This design comes from an exercise in tuning for small area and a short achievable clock period on the open sky130 flow, not from production work.
RTL that was checked went through simulation tests only; none was proved equivalent to the original.
The RTL of run 2 was laid out without a check of its function.
Power figures rest on the tool's default switching activity, not on a simulated workload.

==> flow/design.v, too long to show whole: its modules and the start of the top module <==
// module cmul: 1443 lines
// module fadd: 381 lines
// module conv3x3_fp32: 75 lines
module conv3x3_fp32(
    input         clk,
    input         resetn,
    input         valid_in,
    input  [31:0] data,
    input  [31:0] w1, w2, w3, w4, w5, w6, w7, w8, w9,
    output        valid_out,
    output [31:0] data_out
);
  // ...
==> flow/flow/run.sh <==
#!/bin/bash
set -euo pipefail
export BUFFER_PORTS_ARGS="-buffer_cell sky130_fd_sc_hd__buf_4"
bash standard.sh > standard_flow.log 2>&1
==> flow/standard.sh <==
#!/bin/bash
# synth_recipe.tcl (not shown) runs the flow's synth.tcl, then flattens the netlist and writes it again
# the make line also repeats each setting of config.mk as NAME=value (left out here)
make -C /OpenROAD-flow-scripts/flow DESIGN_CONFIG=/design/flow/config.mk WORK_HOME=/design/flow/orfs CLKGATE_MAP_FILE= SYNTH_SCRIPT=/design/flow/synth_recipe.tcl "${@:-finish}"
==> flow/config.mk <==
export PLATFORM = sky130hd
export DESIGN_NAME = conv3x3_fp32
export DESIGN_NICKNAME = conv3x3_fp32
export VERILOG_FILES = /design/flow/design.v
export SDC_FILE = /design/flow/constraint.sdc
export NUM_CORES = 8
export LEC_CHECK = 0
export CAP_MARGIN = 5
export CORE_MARGIN = 2
export CORE_UTILIZATION = 55
export SETUP_SLACK_MARGIN = 4.4
export SLEW_MARGIN = 5
==> flow/constraint.sdc <==
create_clock -name core_clock -period 8.0 [get_ports {clk}]
set_input_delay 1.6000 -clock core_clock [delete_from_list [all_inputs] [get_ports {clk}]]
set_output_delay 1.6000 -clock core_clock [all_outputs]
set_load 0.01 [all_outputs]
==> metrics.yaml, run 1 <==
layout:
  seq_area_um2: 100000
  nonClkBufAreaFrac_pct: 3.40
  num-nonclk-buffers: 1119
  final-clk-cell-share_pct: 5.21
  diodes: 29
  dominant-cell-class: "multi-input gates"
  nClkBuffers: 656
  largest_reg_flops: 899
timing:
  maxSlewHeadroom_pct: -7.69
  slew_violations: 7
status:
  status: "failed layout checks"
  so_faults: "capacitance limit, slew limit"
power:
  seqPwrFrac_pct: 27.7
  p_int_mw: 80.9
  p_leak_nw: 138
synth:
  syn_avg_cell_area_um2: 10.2
  synth_top_family_by_area: "adder cells"
  synth.net_count: 32095
  muxShareOfSynthArea_pct: 3.77
  synth-seq-area-share_pct: 35.3
  syn_inst: 27834
  synth_top_area_share_pct: 25.6
clock_network:
  cts-resized-gates: 412
detailed_routing:
  wl_per_cell_um: 22.3
  num_vias: 199850
  first_pass_iters: 7
  drt-met1-wl_mm: 339
  ant_nets: 0
placed_design:
  dp_hpwl_mm: 550
  place_inst: 33661
global_route:
  grt_pass1_wl_mm: 1200
  grt-ovfl-total: 0
  grt_max_degree: 130
flow_run:
  maxCapViolations: 1
worst_setup_path:
  slowest_stage: "fa_2"
  rrSetupSlack_ns: 4.43
  crit_end: "u_m7.t1_333$_DFF_P_"
  critPathTopFamily: "adder cells"
  r2r-end: "u_m7.t1_333$_DFF_P_"
  critical_path_buf_inv_count: 6
  reg2reg_from: "lb[3][3]$_DFFE_PP_"
==> module fadd, before the edit <==
module fadd(input clk, input [31:0] a, input [31:0] b, output reg [31:0] y);
  wire [7:0] ea = a[30:23], eb = b[30:23];
  wire cmp_g0_0 = a[0] & ~b[0];
  wire cmp_p0_0 = a[0] ^ ~b[0];
  wire cmp_g0_1 = a[1] & ~b[1];
  wire cmp_p0_1 = a[1] ^ ~b[1];
  wire cmp_g0_2 = a[2] & ~b[2];
  wire cmp_p0_2 = a[2] ^ ~b[2];
  wire cmp_g0_3 = a[3] & ~b[3];
  wire cmp_p0_3 = a[3] ^ ~b[3];
  wire cmp_g0_4 = a[4] & ~b[4];
  wire cmp_p0_4 = a[4] ^ ~b[4];
  wire cmp_g0_5 = a[5] & ~b[5];
  wire cmp_p0_5 = a[5] ^ ~b[5];
  wire cmp_g0_6 = a[6] & ~b[6];
  wire cmp_p0_6 = a[6] ^ ~b[6];
  wire cmp_g0_7 = a[7] & ~b[7];
  wire cmp_p0_7 = a[7] ^ ~b[7];
  wire cmp_g0_8 = a[8] & ~b[8];
  wire cmp_p0_8 = a[8] ^ ~b[8];
  wire cmp_g0_9 = a[9] & ~b[9];
  wire cmp_p0_9 = a[9] ^ ~b[9];
  wire cmp_g0_10 = a[10] & ~b[10];
  wire cmp_p0_10 = a[10] ^ ~b[10];
  wire cmp_g0_11 = a[11] & ~b[11];
  wire cmp_p0_11 = a[11] ^ ~b[11];
  wire cmp_g0_12 = a[12] & ~b[12];
  wire cmp_p0_12 = a[12] ^ ~b[12];
  wire cmp_g0_13 = a[13] & ~b[13];
  wire cmp_p0_13 = a[13] ^ ~b[13];
  wire cmp_g0_14 = a[14] & ~b[14];
  wire cmp_p0_14 = a[14] ^ ~b[14];
  wire cmp_g0_15 = a[15] & ~b[15];
  wire cmp_p0_15 = a[15] ^ ~b[15];
  wire cmp_g0_16 = a[16] & ~b[16];
  wire cmp_p0_16 = a[16] ^ ~b[16];
  wire cmp_g0_17 = a[17] & ~b[17];
  wire cmp_p0_17 = a[17] ^ ~b[17];
  wire cmp_g0_18 = a[18] & ~b[18];
  wire cmp_p0_18 = a[18] ^ ~b[18];
  wire cmp_g0_19 = a[19] & ~b[19];
  wire cmp_p0_19 = a[19] ^ ~b[19];
  wire cmp_g0_20 = a[20] & ~b[20];
  wire cmp_p0_20 = a[20] ^ ~b[20];
  wire cmp_g0_21 = a[21] & ~b[21];
  wire cmp_p0_21 = a[21] ^ ~b[21];
  wire cmp_g0_22 = a[22] & ~b[22];
  wire cmp_p0_22 = a[22] ^ ~b[22];
  wire cmp_g0_23 = a[23] & ~b[23];
  wire cmp_p0_23 = a[23] ^ ~b[23];
  wire cmp_g0_24 = a[24] & ~b[24];
  wire cmp_p0_24 = a[24] ^ ~b[24];
  wire cmp_g0_25 = a[25] & ~b[25];
  wire cmp_p0_25 = a[25] ^ ~b[25];
  wire cmp_g0_26 = a[26] & ~b[26];
  wire cmp_p0_26 = a[26] ^ ~b[26];
  wire cmp_g0_27 = a[27] & ~b[27];
  wire cmp_p0_27 = a[27] ^ ~b[27];
  wire cmp_g0_28 = a[28] & ~b[28];
  wire cmp_p0_28 = a[28] ^ ~b[28];
  wire cmp_g0_29 = a[29] & ~b[29];
  wire cmp_p0_29 = a[29] ^ ~b[29];
  wire cmp_g0_30 = a[30] & ~b[30];
  wire cmp_p0_30 = a[30] ^ ~b[30];
  wire cmp_gc = cmp_g0_0 | (cmp_p0_0 & 1'b1);
  wire cmp_g1_1 = cmp_g0_1 | (cmp_p0_1 & cmp_gc);
  wire cmp_p1_1 = cmp_p0_1 & cmp_p0_0;
  wire cmp_g1_3 = cmp_g0_3 | (cmp_p0_3 & cmp_g0_2);
  wire cmp_p1_3 = cmp_p0_3 & cmp_p0_2;
  wire cmp_g1_5 = cmp_g0_5 | (cmp_p0_5 & cmp_g0_4);
  wire cmp_p1_5 = cmp_p0_5 & cmp_p0_4;
  wire cmp_g1_7 = cmp_g0_7 | (cmp_p0_7 & cmp_g0_6);
  wire cmp_p1_7 = cmp_p0_7 & cmp_p0_6;
  wire cmp_g1_9 = cmp_g0_9 | (cmp_p0_9 & cmp_g0_8);
  wire cmp_p1_9 = cmp_p0_9 & cmp_p0_8;
  wire cmp_g1_11 = cmp_g0_11 | (cmp_p0_11 & cmp_g0_10);
  wire cmp_p1_11 = cmp_p0_11 & cmp_p0_10;
  wire cmp_g1_13 = cmp_g0_13 | (cmp_p0_13 & cmp_g0_12);
  wire cmp_p1_13 = cmp_p0_13 & cmp_p0_12;
  wire cmp_g1_15 = cmp_g0_15 | (cmp_p0_15 & cmp_g0_14);
  wire cmp_p1_15 = cmp_p0_15 & cmp_p0_14;
  wire cmp_g1_17 = cmp_g0_17 | (cmp_p0_17 & cmp_g0_16);
  wire cmp_p1_17 = cmp_p0_17 & cmp_p0_16;
  wire cmp_g1_19 = cmp_g0_19 | (cmp_p0_19 & cmp_g0_18);
  wire cmp_p1_19 = cmp_p0_19 & cmp_p0_18;
  wire cmp_g1_21 = cmp_g0_21 | (cmp_p0_21 & cmp_g0_20);
  wire cmp_p1_21 = cmp_p0_21 & cmp_p0_20;
  wire cmp_g1_23 = cmp_g0_23 | (cmp_p0_23 & cmp_g0_22);
  wire cmp_p1_23 = cmp_p0_23 & cmp_p0_22;
  wire cmp_g1_25 = cmp_g0_25 | (cmp_p0_25 & cmp_g0_24);
  wire cmp_p1_25 = cmp_p0_25 & cmp_p0_24;
  wire cmp_g1_27 = cmp_g0_27 | (cmp_p0_27 & cmp_g0_26);
  wire cmp_p1_27 = cmp_p0_27 & cmp_p0_26;
  wire cmp_g1_29 = cmp_g0_29 | (cmp_p0_29 & cmp_g0_28);
  wire cmp_p1_29 = cmp_p0_29 & cmp_p0_28;
  wire cmp_g2_2 = cmp_g0_2 | (cmp_p0_2 & cmp_g1_1);
  wire cmp_p2_2 = cmp_p0_2 & cmp_p1_1;
  wire cmp_g2_3 = cmp_g1_3 | (cmp_p1_3 & cmp_g1_1);
  wire cmp_p2_3 = cmp_p1_3 & cmp_p1_1;
  wire cmp_g2_6 = cmp_g0_6 | (cmp_p0_6 & cmp_g1_5);
  wire cmp_p2_6 = cmp_p0_6 & cmp_p1_5;
  wire cmp_g2_7 = cmp_g1_7 | (cmp_p1_7 & cmp_g1_5);
  wire cmp_p2_7 = cmp_p1_7 & cmp_p1_5;
  wire cmp_g2_10 = cmp_g0_10 | (cmp_p0_10 & cmp_g1_9);
  wire cmp_p2_10 = cmp_p0_10 & cmp_p1_9;
  wire cmp_g2_11 = cmp_g1_11 | (cmp_p1_11 & cmp_g1_9);
  wire cmp_p2_11 = cmp_p1_11 & cmp_p1_9;
  wire cmp_g2_14 = cmp_g0_14 | (cmp_p0_14 & cmp_g1_13);
  wire cmp_p2_14 = cmp_p0_14 & cmp_p1_13;
  wire cmp_g2_15 = cmp_g1_15 | (cmp_p1_15 & cmp_g1_13);
  wire cmp_p2_15 = cmp_p1_15 & cmp_p1_13;
  wire cmp_g2_18 = cmp_g0_18 | (cmp_p0_18 & cmp_g1_17);
  wire cmp_p2_18 = cmp_p0_18 & cmp_p1_17;
  wire cmp_g2_19 = cmp_g1_19 | (cmp_p1_19 & cmp_g1_17);
  wire cmp_p2_19 = cmp_p1_19 & cmp_p1_17;
  wire cmp_g2_22 = cmp_g0_22 | (cmp_p0_22 & cmp_g1_21);
  wire cmp_p2_22 = cmp_p0_22 & cmp_p1_21;
  wire cmp_g2_23 = cmp_g1_23 | (cmp_p1_23 & cmp_g1_21);
  wire cmp_p2_23 = cmp_p1_23 & cmp_p1_21;
  wire cmp_g2_26 = cmp_g0_26 | (cmp_p0_26 & cmp_g1_25);
  wire cmp_p2_26 = cmp_p0_26 & cmp_p1_25;
  wire cmp_g2_27 = cmp_g1_27 | (cmp_p1_27 & cmp_g1_25);
  wire cmp_p2_27 = cmp_p1_27 & cmp_p1_25;
  wire cmp_g2_30 = cmp_g0_30 | (cmp_p0_30 & cmp_g1_29);
  wire cmp_p2_30 = cmp_p0_30 & cmp_p1_29;
  wire cmp_g3_4 = cmp_g0_4 | (cmp_p0_4 & cmp_g2_3);
  wire cmp_p3_4 = cmp_p0_4 & cmp_p2_3;
  wire cmp_g3_5 = cmp_g1_5 | (cmp_p1_5 & cmp_g2_3);
  wire cmp_p3_5 = cmp_p1_5 & cmp_p2_3;
  wire cmp_g3_6 = cmp_g2_6 | (cmp_p2_6 & cmp_g2_3);
  wire cmp_p3_6 = cmp_p2_6 & cmp_p2_3;
  wire cmp_g3_7 = cmp_g2_7 | (cmp_p2_7 & cmp_g2_3);
  wire cmp_p3_7 = cmp_p2_7 & cmp_p2_3;
  wire cmp_g3_12 = cmp_g0_12 | (cmp_p0_12 & cmp_g2_11);
  wire cmp_p3_12 = cmp_p0_12 & cmp_p2_11;
  wire cmp_g3_13 = cmp_g1_13 | (cmp_p1_13 & cmp_g2_11);
  wire cmp_p3_13 = cmp_p1_13 & cmp_p2_11;
  wire cmp_g3_14 = cmp_g2_14 | (cmp_p2_14 & cmp_g2_11);
  wire cmp_p3_14 = cmp_p2_14 & cmp_p2_11;
  wire cmp_g3_15 = cmp_g2_15 | (cmp_p2_15 & cmp_g2_11);
  wire cmp_p3_15 = cmp_p2_15 & cmp_p2_11;
  wire cmp_g3_20 = cmp_g0_20 | (cmp_p0_20 & cmp_g2_19);
  wire cmp_p3_20 = cmp_p0_20 & cmp_p2_19;
  wire cmp_g3_21 = cmp_g1_21 | (cmp_p1_21 & cmp_g2_19);
  wire cmp_p3_21 = cmp_p1_21 & cmp_p2_19;
  wire cmp_g3_22 = cmp_g2_22 | (cmp_p2_22 & cmp_g2_19);
  wire cmp_p3_22 = cmp_p2_22 & cmp_p2_19;
  wire cmp_g3_23 = cmp_g2_23 | (cmp_p2_23 & cmp_g2_19);
  wire cmp_p3_23 = cmp_p2_23 & cmp_p2_19;
  wire cmp_g3_28 = cmp_g0_28 | (cmp_p0_28 & cmp_g2_27);
  wire cmp_p3_28 = cmp_p0_28 & cmp_p2_27;
  wire cmp_g3_29 = cmp_g1_29 | (cmp_p1_29 & cmp_g2_27);
  wire cmp_p3_29 = cmp_p1_29 & cmp_p2_27;
  wire cmp_g3_30 = cmp_g2_30 | (cmp_p2_30 & cmp_g2_27);
  wire cmp_p3_30 = cmp_p2_30 & cmp_p2_27;
  wire cmp_g4_8 = cmp_g0_8 | (cmp_p0_8 & cmp_g3_7);
  wire cmp_p4_8 = cmp_p0_8 & cmp_p3_7;
  wire cmp_g4_9 = cmp_g1_9 | (cmp_p1_9 & cmp_g3_7);
  wire cmp_p4_9 = cmp_p1_9 & cmp_p3_7;
  wire cmp_g4_10 = cmp_g2_10 | (cmp_p2_10 & cmp_g3_7);
  wire cmp_p4_10 = cmp_p2_10 & cmp_p3_7;
  wire cmp_g4_11 = cmp_g2_11 | (cmp_p2_11 & cmp_g3_7);
  wire cmp_p4_11 = cmp_p2_11 & cmp_p3_7;
  wire cmp_g4_12 = cmp_g3_12 | (cmp_p3_12 & cmp_g3_7);
  wire cmp_p4_12 = cmp_p3_12 & cmp_p3_7;
  wire cmp_g4_13 = cmp_g3_13 | (cmp_p3_13 & cmp_g3_7);
  wire cmp_p4_13 = cmp_p3_13 & cmp_p3_7;
  wire cmp_g4_14 = cmp_g3_14 | (cmp_p3_14 & cmp_g3_7);
  wire cmp_p4_14 = cmp_p3_14 & cmp_p3_7;
  wire cmp_g4_15 = cmp_g3_15 | (cmp_p3_15 & cmp_g3_7);
  wire cmp_p4_15 = cmp_p3_15 & cmp_p3_7;
  wire cmp_g4_24 = cmp_g0_24 | (cmp_p0_24 & cmp_g3_23);
  wire cmp_p4_24 = cmp_p0_24 & cmp_p3_23;
  wire cmp_g4_25 = cmp_g1_25 | (cmp_p1_25 & cmp_g3_23);
  wire cmp_p4_25 = cmp_p1_25 & cmp_p3_23;
  wire cmp_g4_26 = cmp_g2_26 | (cmp_p2_26 & cmp_g3_23);
  wire cmp_p4_26 = cmp_p2_26 & cmp_p3_23;
  wire cmp_g4_27 = cmp_g2_27 | (cmp_p2_27 & cmp_g3_23);
  wire cmp_p4_27 = cmp_p2_27 & cmp_p3_23;
  wire cmp_g4_28 = cmp_g3_28 | (cmp_p3_28 & cmp_g3_23);
  wire cmp_p4_28 = cmp_p3_28 & cmp_p3_23;
  wire cmp_g4_29 = cmp_g3_29 | (cmp_p3_29 & cmp_g3_23);
  wire cmp_p4_29 = cmp_p3_29 & cmp_p3_23;
  wire cmp_g4_30 = cmp_g3_30 | (cmp_p3_30 & cmp_g3_23);
  wire cmp_p4_30 = cmp_p3_30 & cmp_p3_23;
  wire cmp_g5_16 = cmp_g0_16 | (cmp_p0_16 & cmp_g4_15);
  wire cmp_p5_16 = cmp_p0_16 & cmp_p4_15;
  wire cmp_g5_17 = cmp_g1_17 | (cmp_p1_17 & cmp_g4_15);
  wire cmp_p5_17 = cmp_p1_17 & cmp_p4_15;
  wire cmp_g5_18 = cmp_g2_18 | (cmp_p2_18 & cmp_g4_15);
  wire cmp_p5_18 = cmp_p2_18 & cmp_p4_15;
  wire cmp_g5_19 = cmp_g2_19 | (cmp_p2_19 & cmp_g4_15);
  wire cmp_p5_19 = cmp_p2_19 & cmp_p4_15;
  wire cmp_g5_20 = cmp_g3_20 | (cmp_p3_20 & cmp_g4_15);
  wire cmp_p5_20 = cmp_p3_20 & cmp_p4_15;
  wire cmp_g5_21 = cmp_g3_21 | (cmp_p3_21 & cmp_g4_15);
  wire cmp_p5_21 = cmp_p3_21 & cmp_p4_15;
  wire cmp_g5_22 = cmp_g3_22 | (cmp_p3_22 & cmp_g4_15);
  wire cmp_p5_22 = cmp_p3_22 & cmp_p4_15;
  wire cmp_g5_23 = cmp_g3_23 | (cmp_p3_23 & cmp_g4_15);
  wire cmp_p5_23 = cmp_p3_23 & cmp_p4_15;
  wire cmp_g5_24 = cmp_g4_24 | (cmp_p4_24 & cmp_g4_15);
  wire cmp_p5_24 = cmp_p4_24 & cmp_p4_15;
  wire cmp_g5_25 = cmp_g4_25 | (cmp_p4_25 & cmp_g4_15);
  wire cmp_p5_25 = cmp_p4_25 & cmp_p4_15;
  wire cmp_g5_26 = cmp_g4_26 | (cmp_p4_26 & cmp_g4_15);
  wire cmp_p5_26 = cmp_p4_26 & cmp_p4_15;
  wire cmp_g5_27 = cmp_g4_27 | (cmp_p4_27 & cmp_g4_15);
  wire cmp_p5_27 = cmp_p4_27 & cmp_p4_15;
  wire cmp_g5_28 = cmp_g4_28 | (cmp_p4_28 & cmp_g4_15);
  wire cmp_p5_28 = cmp_p4_28 & cmp_p4_15;
  wire cmp_g5_29 = cmp_g4_29 | (cmp_p4_29 & cmp_g4_15);
  wire cmp_p5_29 = cmp_p4_29 & cmp_p4_15;
  wire cmp_g5_30 = cmp_g4_30 | (cmp_p4_30 & cmp_g4_15);
  wire cmp_p5_30 = cmp_p4_30 & cmp_p4_15;
  wire agb = cmp_g5_30;
  wire [7:0] dab = ea - eb, dba = eb - ea;
  wire [7:0] d0 = agb ? dab : dba;
  wire [30:0] big0 = agb ? a[30:0] : b[30:0];
  wire [22:0] sm0 = agb ? b[22:0] : a[22:0];
  wire [7:0] es0 = agb ? eb : ea;
  wire kab = (dab > 8'd23) | (eb == 8'd0), kba = (dba > 8'd23) | (ea == 8'd0);
  wire kill0 = agb ? kab : kba;
  wire sgn0 = agb ? a[31] : b[31];
  wire sub0 = a[31] ^ b[31];
  reg [22:0] ma1, mc1; reg agb1; reg [7:0] eb1; reg [4:0] d1; reg kill1, sub1, sgn1;
  always @(posedge clk) begin
    ma1 <= a[22:0]; mc1 <= b[22:0]; agb1 <= agb; eb1 <= big0[30:23]; d1 <= d0[4:0]; kill1 <= kill0; sub1 <= sub0; sgn1 <= sgn0;
  end
  wire [22:0] mb1 = agb1 ? ma1 : mc1;
  wire [23:0] ms1 = {1'b1, agb1 ? mc1 : ma1};
  wire [23:0] sh1 = kill1 ? 24'd0 : (ms1 >> d1);
  wire [24:0] bx1 = {1'b0, sh1} ^ {25{sub1}};
  wire [23:0] mh1 = {eb1 != 8'd0, mb1};
  wire [24:0] gb1 = {1'b0, mh1} & bx1, pb1 = {1'b0, mh1} ^ bx1;
  reg [24:0] gq, pq; reg [7:0] ebq; reg subq, sgnq;
  always @(posedge clk) begin gq <= gb1; pq <= pb1; ebq <= eb1; subq <= sub1; sgnq <= sgn1; end
  wire add_gc = gq[0] | (pq[0] & subq);
  wire add_g1_1 = gq[1] | (pq[1] & add_gc);
  wire add_p1_1 = pq[1] & pq[0];
  wire add_g1_3 = gq[3] | (pq[3] & gq[2]);
  wire add_p1_3 = pq[3] & pq[2];
  wire add_g1_5 = gq[5] | (pq[5] & gq[4]);
  wire add_p1_5 = pq[5] & pq[4];
  wire add_g1_7 = gq[7] | (pq[7] & gq[6]);
  wire add_p1_7 = pq[7] & pq[6];
  wire add_g1_9 = gq[9] | (pq[9] & gq[8]);
  wire add_p1_9 = pq[9] & pq[8];
  wire add_g1_11 = gq[11] | (pq[11] & gq[10]);
  wire add_p1_11 = pq[11] & pq[10];
  wire add_g1_13 = gq[13] | (pq[13] & gq[12]);
  wire add_p1_13 = pq[13] & pq[12];
  wire add_g1_15 = gq[15] | (pq[15] & gq[14]);
  wire add_p1_15 = pq[15] & pq[14];
  wire add_g1_17 = gq[17] | (pq[17] & gq[16]);
  wire add_p1_17 = pq[17] & pq[16];
  wire add_g1_19 = gq[19] | (pq[19] & gq[18]);
  wire add_p1_19 = pq[19] & pq[18];
  wire add_g1_21 = gq[21] | (pq[21] & gq[20]);
  wire add_p1_21 = pq[21] & pq[20];
  wire add_g1_23 = gq[23] | (pq[23] & gq[22]);
  wire add_p1_23 = pq[23] & pq[22];
  wire add_g2_2 = gq[2] | (pq[2] & add_g1_1);
  wire add_p2_2 = pq[2] & add_p1_1;
  wire add_g2_3 = add_g1_3 | (add_p1_3 & add_g1_1);
  wire add_p2_3 = add_p1_3 & add_p1_1;
  wire add_g2_6 = gq[6] | (pq[6] & add_g1_5);
  wire add_p2_6 = pq[6] & add_p1_5;
  wire add_g2_7 = add_g1_7 | (add_p1_7 & add_g1_5);
  wire add_p2_7 = add_p1_7 & add_p1_5;
  wire add_g2_10 = gq[10] | (pq[10] & add_g1_9);
  wire add_p2_10 = pq[10] & add_p1_9;
  wire add_g2_11 = add_g1_11 | (add_p1_11 & add_g1_9);
  wire add_p2_11 = add_p1_11 & add_p1_9;
  wire add_g2_14 = gq[14] | (pq[14] & add_g1_13);
  wire add_p2_14 = pq[14] & add_p1_13;
  wire add_g2_15 = add_g1_15 | (add_p1_15 & add_g1_13);
  wire add_p2_15 = add_p1_15 & add_p1_13;
  wire add_g2_18 = gq[18] | (pq[18] & add_g1_17);
  wire add_p2_18 = pq[18] & add_p1_17;
  wire add_g2_19 = add_g1_19 | (add_p1_19 & add_g1_17);
  wire add_p2_19 = add_p1_19 & add_p1_17;
  wire add_g2_22 = gq[22] | (pq[22] & add_g1_21);
  wire add_p2_22 = pq[22] & add_p1_21;
  wire add_g2_23 = add_g1_23 | (add_p1_23 & add_g1_21);
  wire add_p2_23 = add_p1_23 & add_p1_21;
  wire add_g3_4 = gq[4] | (pq[4] & add_g2_3);
  wire add_p3_4 = pq[4] & add_p2_3;
  wire add_g3_5 = add_g1_5 | (add_p1_5 & add_g2_3);
  wire add_p3_5 = add_p1_5 & add_p2_3;
  wire add_g3_6 = add_g2_6 | (add_p2_6 & add_g2_3);
  wire add_p3_6 = add_p2_6 & add_p2_3;
  wire add_g3_7 = add_g2_7 | (add_p2_7 & add_g2_3);
  wire add_p3_7 = add_p2_7 & add_p2_3;
  wire add_g3_12 = gq[12] | (pq[12] & add_g2_11);
  wire add_p3_12 = pq[12] & add_p2_11;
  wire add_g3_13 = add_g1_13 | (add_p1_13 & add_g2_11);
  wire add_p3_13 = add_p1_13 & add_p2_11;
  wire add_g3_14 = add_g2_14 | (add_p2_14 & add_g2_11);
  wire add_p3_14 = add_p2_14 & add_p2_11;
  wire add_g3_15 = add_g2_15 | (add_p2_15 & add_g2_11);
  wire add_p3_15 = add_p2_15 & add_p2_11;
  wire add_g3_20 = gq[20] | (pq[20] & add_g2_19);
  wire add_p3_20 = pq[20] & add_p2_19;
  wire add_g3_21 = add_g1_21 | (add_p1_21 & add_g2_19);
  wire add_p3_21 = add_p1_21 & add_p2_19;
  wire add_g3_22 = add_g2_22 | (add_p2_22 & add_g2_19);
  wire add_p3_22 = add_p2_22 & add_p2_19;
  wire add_g3_23 = add_g2_23 | (add_p2_23 & add_g2_19);
  wire add_p3_23 = add_p2_23 & add_p2_19;
  wire add_g4_8 = gq[8] | (pq[8] & add_g3_7);
  wire add_p4_8 = pq[8] & add_p3_7;
  wire add_g4_9 = add_g1_9 | (add_p1_9 & add_g3_7);
  wire add_p4_9 = add_p1_9 & add_p3_7;
  wire add_g4_10 = add_g2_10 | (add_p2_10 & add_g3_7);
  wire add_p4_10 = add_p2_10 & add_p3_7;
  wire add_g4_11 = add_g2_11 | (add_p2_11 & add_g3_7);
  wire add_p4_11 = add_p2_11 & add_p3_7;
  wire add_g4_12 = add_g3_12 | (add_p3_12 & add_g3_7);
  wire add_p4_12 = add_p3_12 & add_p3_7;
  wire add_g4_13 = add_g3_13 | (add_p3_13 & add_g3_7);
  wire add_p4_13 = add_p3_13 & add_p3_7;
  wire add_g4_14 = add_g3_14 | (add_p3_14 & add_g3_7);
  wire add_p4_14 = add_p3_14 & add_p3_7;
  wire add_g4_15 = add_g3_15 | (add_p3_15 & add_g3_7);
  wire add_p4_15 = add_p3_15 & add_p3_7;
  wire add_g4_24 = gq[24] | (pq[24] & add_g3_23);
  wire add_p4_24 = pq[24] & add_p3_23;
  wire add_g5_16 = gq[16] | (pq[16] & add_g4_15);
  wire add_p5_16 = pq[16] & add_p4_15;
  wire add_g5_17 = add_g1_17 | (add_p1_17 & add_g4_15);
  wire add_p5_17 = add_p1_17 & add_p4_15;
  wire add_g5_18 = add_g2_18 | (add_p2_18 & add_g4_15);
  wire add_p5_18 = add_p2_18 & add_p4_15;
  wire add_g5_19 = add_g2_19 | (add_p2_19 & add_g4_15);
  wire add_p5_19 = add_p2_19 & add_p4_15;
  wire add_g5_20 = add_g3_20 | (add_p3_20 & add_g4_15);
  wire add_p5_20 = add_p3_20 & add_p4_15;
  wire add_g5_21 = add_g3_21 | (add_p3_21 & add_g4_15);
  wire add_p5_21 = add_p3_21 & add_p4_15;
  wire add_g5_22 = add_g3_22 | (add_p3_22 & add_g4_15);
  wire add_p5_22 = add_p3_22 & add_p4_15;
  wire add_g5_23 = add_g3_23 | (add_p3_23 & add_g4_15);
  wire add_p5_23 = add_p3_23 & add_p4_15;
  wire add_g5_24 = add_g4_24 | (add_p4_24 & add_g4_15);
  wire add_p5_24 = add_p4_24 & add_p4_15;
  wire add_s0 = pq[0] ^ subq;
  wire add_s1 = pq[1] ^ add_gc;
  wire add_s2 = pq[2] ^ add_g1_1;
  wire add_s3 = pq[3] ^ add_g2_2;
  wire add_s4 = pq[4] ^ add_g2_3;
  wire add_s5 = pq[5] ^ add_g3_4;
  wire add_s6 = pq[6] ^ add_g3_5;
  wire add_s7 = pq[7] ^ add_g3_6;
  wire add_s8 = pq[8] ^ add_g3_7;
  wire add_s9 = pq[9] ^ add_g4_8;
  wire add_s10 = pq[10] ^ add_g4_9;
  wire add_s11 = pq[11] ^ add_g4_10;
  wire add_s12 = pq[12] ^ add_g4_11;
  wire add_s13 = pq[13] ^ add_g4_12;
  wire add_s14 = pq[14] ^ add_g4_13;
  wire add_s15 = pq[15] ^ add_g4_14;
  wire add_s16 = pq[16] ^ add_g4_15;
  wire add_s17 = pq[17] ^ add_g5_16;
  wire add_s18 = pq[18] ^ add_g5_17;
  wire add_s19 = pq[19] ^ add_g5_18;
  wire add_s20 = pq[20] ^ add_g5_19;
  wire add_s21 = pq[21] ^ add_g5_20;
  wire add_s22 = pq[22] ^ add_g5_21;
  wire add_s23 = pq[23] ^ add_g5_22;
  wire add_s24 = pq[24] ^ add_g5_23;
  wire [24:0] r1 = {add_s24, add_s23, add_s22, add_s21, add_s20, add_s19, add_s18, add_s17, add_s16, add_s15, add_s14, add_s13, add_s12, add_s11, add_s10, add_s9, add_s8, add_s7, add_s6, add_s5, add_s4, add_s3, add_s2, add_s1, add_s0};
  reg [24:0] r2; reg [7:0] eb2; reg sgn2;
  always @(posedge clk) begin r2 <= r1; eb2 <= ebq; sgn2 <= sgnq; end
  reg [4:0] lz2; integer i;
  always @* begin lz2 = 5'd0; for (i = 0; i < 24; i = i + 1) if (r2[i]) lz2 = 5'd23 - i[4:0]; end
  wire z2 = (r2 == 25'd0);
  wire [23:0] nl = r2[23:0] << lz2;
  wire [31:0] yn = r2[24] ? {sgn2, eb2 + 8'd1, r2[23:1]} : z2 ? 32'd0 : {sgn2, eb2 - {3'b0, lz2}, nl[22:0]};
  always @(posedge clk) y <= yn;
endmodule
==> run 2, diff against run 1 <==
--- a/flow/design.v
+++ b/flow/design.v
@@ -1816,10 +1816,11 @@
   reg [24:0] r2; reg [7:0] eb2; reg sgn2;
   always @(posedge clk) begin r2 <= r1; eb2 <= ebq; sgn2 <= sgnq; end
   reg [4:0] lz2; integer i;
-  always @* begin lz2 = 5'd0; for (i = 0; i < 24; i = i + 1) if (r2[i]) lz2 = 5'd23 - i[4:0]; end
+  always @* begin lz2 = 5'd0; for (i = 0; i < 25; i = i + 1) if (r2[i]) lz2 = 5'd24 - i[4:0]; end
   wire z2 = (r2 == 25'd0);
-  wire [23:0] nl = r2[23:0] << lz2;
-  wire [31:0] yn = r2[24] ? {sgn2, eb2 + 8'd1, r2[23:1]} : z2 ? 32'd0 : {sgn2, eb2 - {3'b0, lz2}, nl[22:0]};
+  wire [24:0] nl = r2 << lz2;
+  wire [7:0] en = eb2 + 8'd1 - {3'b0, lz2};
+  wire [31:0] yn = z2 ? 32'd0 : {sgn2, en, nl[23:1]};
   always @(posedge clk) y <= yn;
 endmodule
 module conv3x3_fp32(
==> flow/config.mk (replaced) <==
export PLATFORM = sky130hd
export DESIGN_NAME = conv3x3_fp32
export DESIGN_NICKNAME = conv3x3_fp32
export VERILOG_FILES = /design/flow/design.v
export SDC_FILE = /design/flow/constraint.sdc
export NUM_CORES = 8
export LEC_CHECK = 0
export CAP_MARGIN = 30
export CORE_MARGIN = 2
export CORE_UTILIZATION = 55
export SETUP_SLACK_MARGIN = 4.2
export SLEW_MARGIN = 20
==> run 2 against run 1 <==
  * The run now finishes clean
  * Combinational power increased by 0.5%
  * Fmax decreased by 5.2%
  * Power decreased by 0.31%
  * Setup slack got worse by 0.19 ns
  * Count of clock-buffer cells in the layout decreased by 30
  * Cell count decreased by 1.9%
  * Clock skew increased by 0.020 ns
  * Area after synthesis decreased by 0.33%
==> metrics.yaml, run 2 <==
synth:
  synthTopCellsByCount: "3626 x dfxtp_1, 3608 x inv_1, 2301 x fa_1"
  syn_avg_cell_area_um2: 10.3  # +1.2%
  async_flop_share_pct: 0.615
  synth_ff_type: "dfxtp_1"
  synth-seq-area-share_pct: 35.4  # +0.12 points
  synthTopCellsByArea: "dfxtp_1 26%, fa_1 16%, edfxtp_1 9.5%"
  yosys.area.top_type: "dfxtp_1"
  synth_area_um2: 283000
  synth_most_common_cell: "dfxtp_1"
  yosysUniqueCellTypes: 99
  synth.net_count: 31712  # -1.2%
  synth_enable_flop_cells: 899
  yosys_register_bits: 4553
  synth_top_area_share_pct: 25.6  # +0.085 points
  syn_inst: 27417  # -1.5%
  ys_warn_count: 7
floorplan:
  start_util_pct: 55.2
  row_count: 263
  fp.dieH_um: 721
  die-area_um2: 520000
  core_area_um2: 513000
  ios: 356
  die_width_um: 721
detailed_routing:
  ant_nets: 0  # unchanged
  drcViolationCount: 0
  first_iter_violations: 13829
  first_pass_iters: 6  # -1
  viasPerCell: 5.67
  num_vias: 194924  # -2.5%
  drt_wl_total_mm: 747
  wl_per_cell_um: 21.7  # -2.5%
global_route:
  grt_max_degree: 194  # +49%
  grt_pass1_wl_mm: 1170  # -3.1%
  grt_pass1_vias: 200221
  antenna_found_initial: 75
  grt-ovfl-total: 0  # unchanged
  grt_usage_pct: 28.3
layout:
  stdcell_count: 34373
  largest_reg_flops: 899  # unchanged
  areaGrowthSynthToFinish_pct: 12.3
  fillerInstances: 42549
  drive_gt1_share_pct: 15.2
  final_cell_mix: "3598 x dfxtp_1, 3505 x inv_1, 1744 x xor2_1, 1638 x ha_1, 1589 x a22oi_1"
  final_common_cell: "dfxtp_1"
  final_area_um2: 318000
  fin_nets: 31462
  top_regs: "lb (899), p1d (348)"
  regMostFlops: "lb"
  seq_area_um2: 100000  # about the same
  multi_input_area_um2: 170000
clock_network:
  cts_buffer_depth: 4
  clock-sinks: 4553
  clk_latency_ns: 1.07
  cts-hold-fix-buffers: 0
  root_buffer: "clkbuf_16"
  cts_tree: "yes"
  clk_pin_slew_ns: 0.07
  numCtsBuffers: 475
  htreeDepth: 5
timing:
  post-route-min-period_ns: 3.77
  slew_violations: 0  # -7
  fin_tns_setup_ns: 0
  maxSlewHeadroom_pct: 32.8  # +40 points
  rsz0062_at_grt: "true"
  fmax_mhz: 265
  setup_violations: 0
  worst_pin_slew_ns: 1.01
  skew_ns: 0.100
  finalHoldViolCount: 0
  fin_crit_sh_pct: 47.1
power:
  power.density_nw_per_um2: 448
  irDropWorstVdd_v: 0.000282
  p_total_mw: 142
  p_leak_nw: 137  # -1.0%
worst_setup_path:
  worstSetupEndpointType: "flop"
  critPathArrivalTime_ns: 4.67
  crit_type: "flop to flop"
  critical_path_buf_inv_count: 4  # -2
  r2r-end: "a3.y[30]$_SDFF_PP0_"
  reg2reg_from: "a3.r2[2]$_DFF_P_"
  rrSetupSlack_ns: 4.23  # -0.19 ns
  crit_cells: 20
  worstPathCellList: "nor2_1 > o31ai_1 > a211oi_1 > o31ai_1 > a21oi_1 > or3_4 > buf_12 > inv_6 > ha_1 > inv_1 > ha_1 > inv_1 > fa_1 > nor2b_1 > o21ai_0 > nand2b_1 > a21o_1 > a21oi_1 > xnor2_1 > nor2_1"
  critPathLaunchType: "flop"
  max_stage_delay_ns: 0.43
  critPathTopFamily: "compound AO/OA/AOI/OAI gates"
  cp-startpoint: "a3.r2[2]$_DFF_P_"
  cp_max_fo: 24
  r2r_cells: 20
  slowest_stage: "fa_1"
  crit_end: "a3.y[30]$_SDFF_PP0_"
  critPathRequiredTime_ns: 8.90
placed_design:
  portBuffers: 355
  place_inst: 33236  # -1.3%
  dp_hpwl_mm: 545  # -1.0%
  dpl_cell_area_um2: 297000
  place_congestion: 0.898
worst_hold_path:
  holdCritStartpoint: "a2.ebq[0]$_DFF_P_"
  hp-class: "flop to flop"
status:
  status: "complete, no violations"
flow_run:
  maxCapViolations: 0  # -1
==> run 2: layout make-up <==
| cell class | instances | share of cell area, % |
|---|---|---|
| clock buffer | 626 | 4.21 |
| sequential | 4553 | 31.6 |
| multi-input combinational | 17566 | 53.4 |
| clock inverter | 269 | 1.02 |
| timing repair inverter | 7 | 0.0118 |
| inverter | 3634 | 4.33 |
| antenna | 31 | 0.0244 |
| tap | 6757 | 2.66 |
| timing repair buffer | 930 | 2.73 |
==> run 2: repair_timing <==
item | in CTS | in global routing
gates cloned | 11 | 12
buffers inserted | 68 | 84
endpoints found under the setup margin | 657 | 392
gates resized for setup | 184 | 215
pin swaps | 25 | 33
==> run 2: report_power, final <==
group / leakage [nW] / switching (mW) / internal, mW
sequential: 39.7 / 5.67 / 33.3
clock: 8.04 / 9.70 / 13.2
combinational: 88.9 / 46.1 / 34.2
==> run 2: per-stage QoR <==
stage | hold WS (ns) | utilization (%) | setup WS, ns
after floorplan | 0.310 | - | 3.82
after global placement | 0.310 | 57.8 | 3.33
after detailed placement | 0.312 | 58.0 | 3.36
after CTS | 0.259 | 61.5 | 4.01
after global routing | 0.280 | 62.0 | 4.03
final | 0.268 | 62.0 | 4.23
==> run 2: logic make-up after synthesis <==
logic type / count (synthesis) / synth area share [%]
muxes: 1049 / 4.32
and+or+nand+nor: 3932 / 6.45
buffers and inverters: 5307 / 7.07
AOI/OAI and AO/OA: 5289 / 12.8
xor gates and xnor gates: 3315 / 10.3
adders and majority gates: 3972 / 23.7
DFF: 4553 / 35.4
==> run 2: worst min path at each step <==
| stage | endpoint | cells after the start |
|---|---|---|
| after floorplan | a0.eb2[0]$_DFF_P_ | 0 |
| after global placement | p1d[5][3]$_DFF_P_ | 0 |
| after detailed placement | a0.sgnq$_DFF_P_ | 0 |
| after CTS | p1d[12][11]$_DFF_P_ | 0 |
| after global routing | p1d[12][11]$_DFF_P_ | 0 |
| final | a2.eb2[0]$_DFF_P_ | 0 |
==> run 2: layer usage <==
metal | track usage (%) | vias up | wire length (um)
met2 | 47.1 | 5759 | 352000
met3 | 3.61 | 1257 | 42900
met1 | 38.4 | 96679 | 328000
met4 | 9.33 | 20 | 24300
li1 | - | 91209 | -
met5 | 0 | - | 126

re-timing with driven ports:
No port has a modelled driver above. Below, the same layouts with a new extraction and two added sets of constraints.
Step 1 (the two cells are an assumption about what drives the block):
set clk [get_ports {clk}]
set_driving_cell -lib_cell sky130_fd_sc_hd__clkbuf_16 $clk
set_driving_cell -lib_cell sky130_fd_sc_hd__buf_2 [delete_from_list [all_inputs] $clk]
Step 2 moves the port delays by t, midway between the first and last clock arrival at a register: inputs arrive t later, outputs are due t later. That takes back most of the time a late clock gives input paths.
a / b / c = no drivers / after step 1 / after step 2; a / b = the first two.
| run | t, ns | setup WS [ns] | worst setup path at the end | worst slew at a driven data input, ns | pins driven straight from the clock port |
|---|---|---|---|---|---|
| run 1 | 1.151 | 4.425 / 4.329 / 3.178 | input to register | 0.30 | 1 |
| run 2 | 1.140 | 4.231 / 4.231 / 3.319 | input to register | 0.29 | 1 |
The setup slack of run 1, which loses most, moves by -0.096 ns with the drivers and by -1.247 ns with both steps.
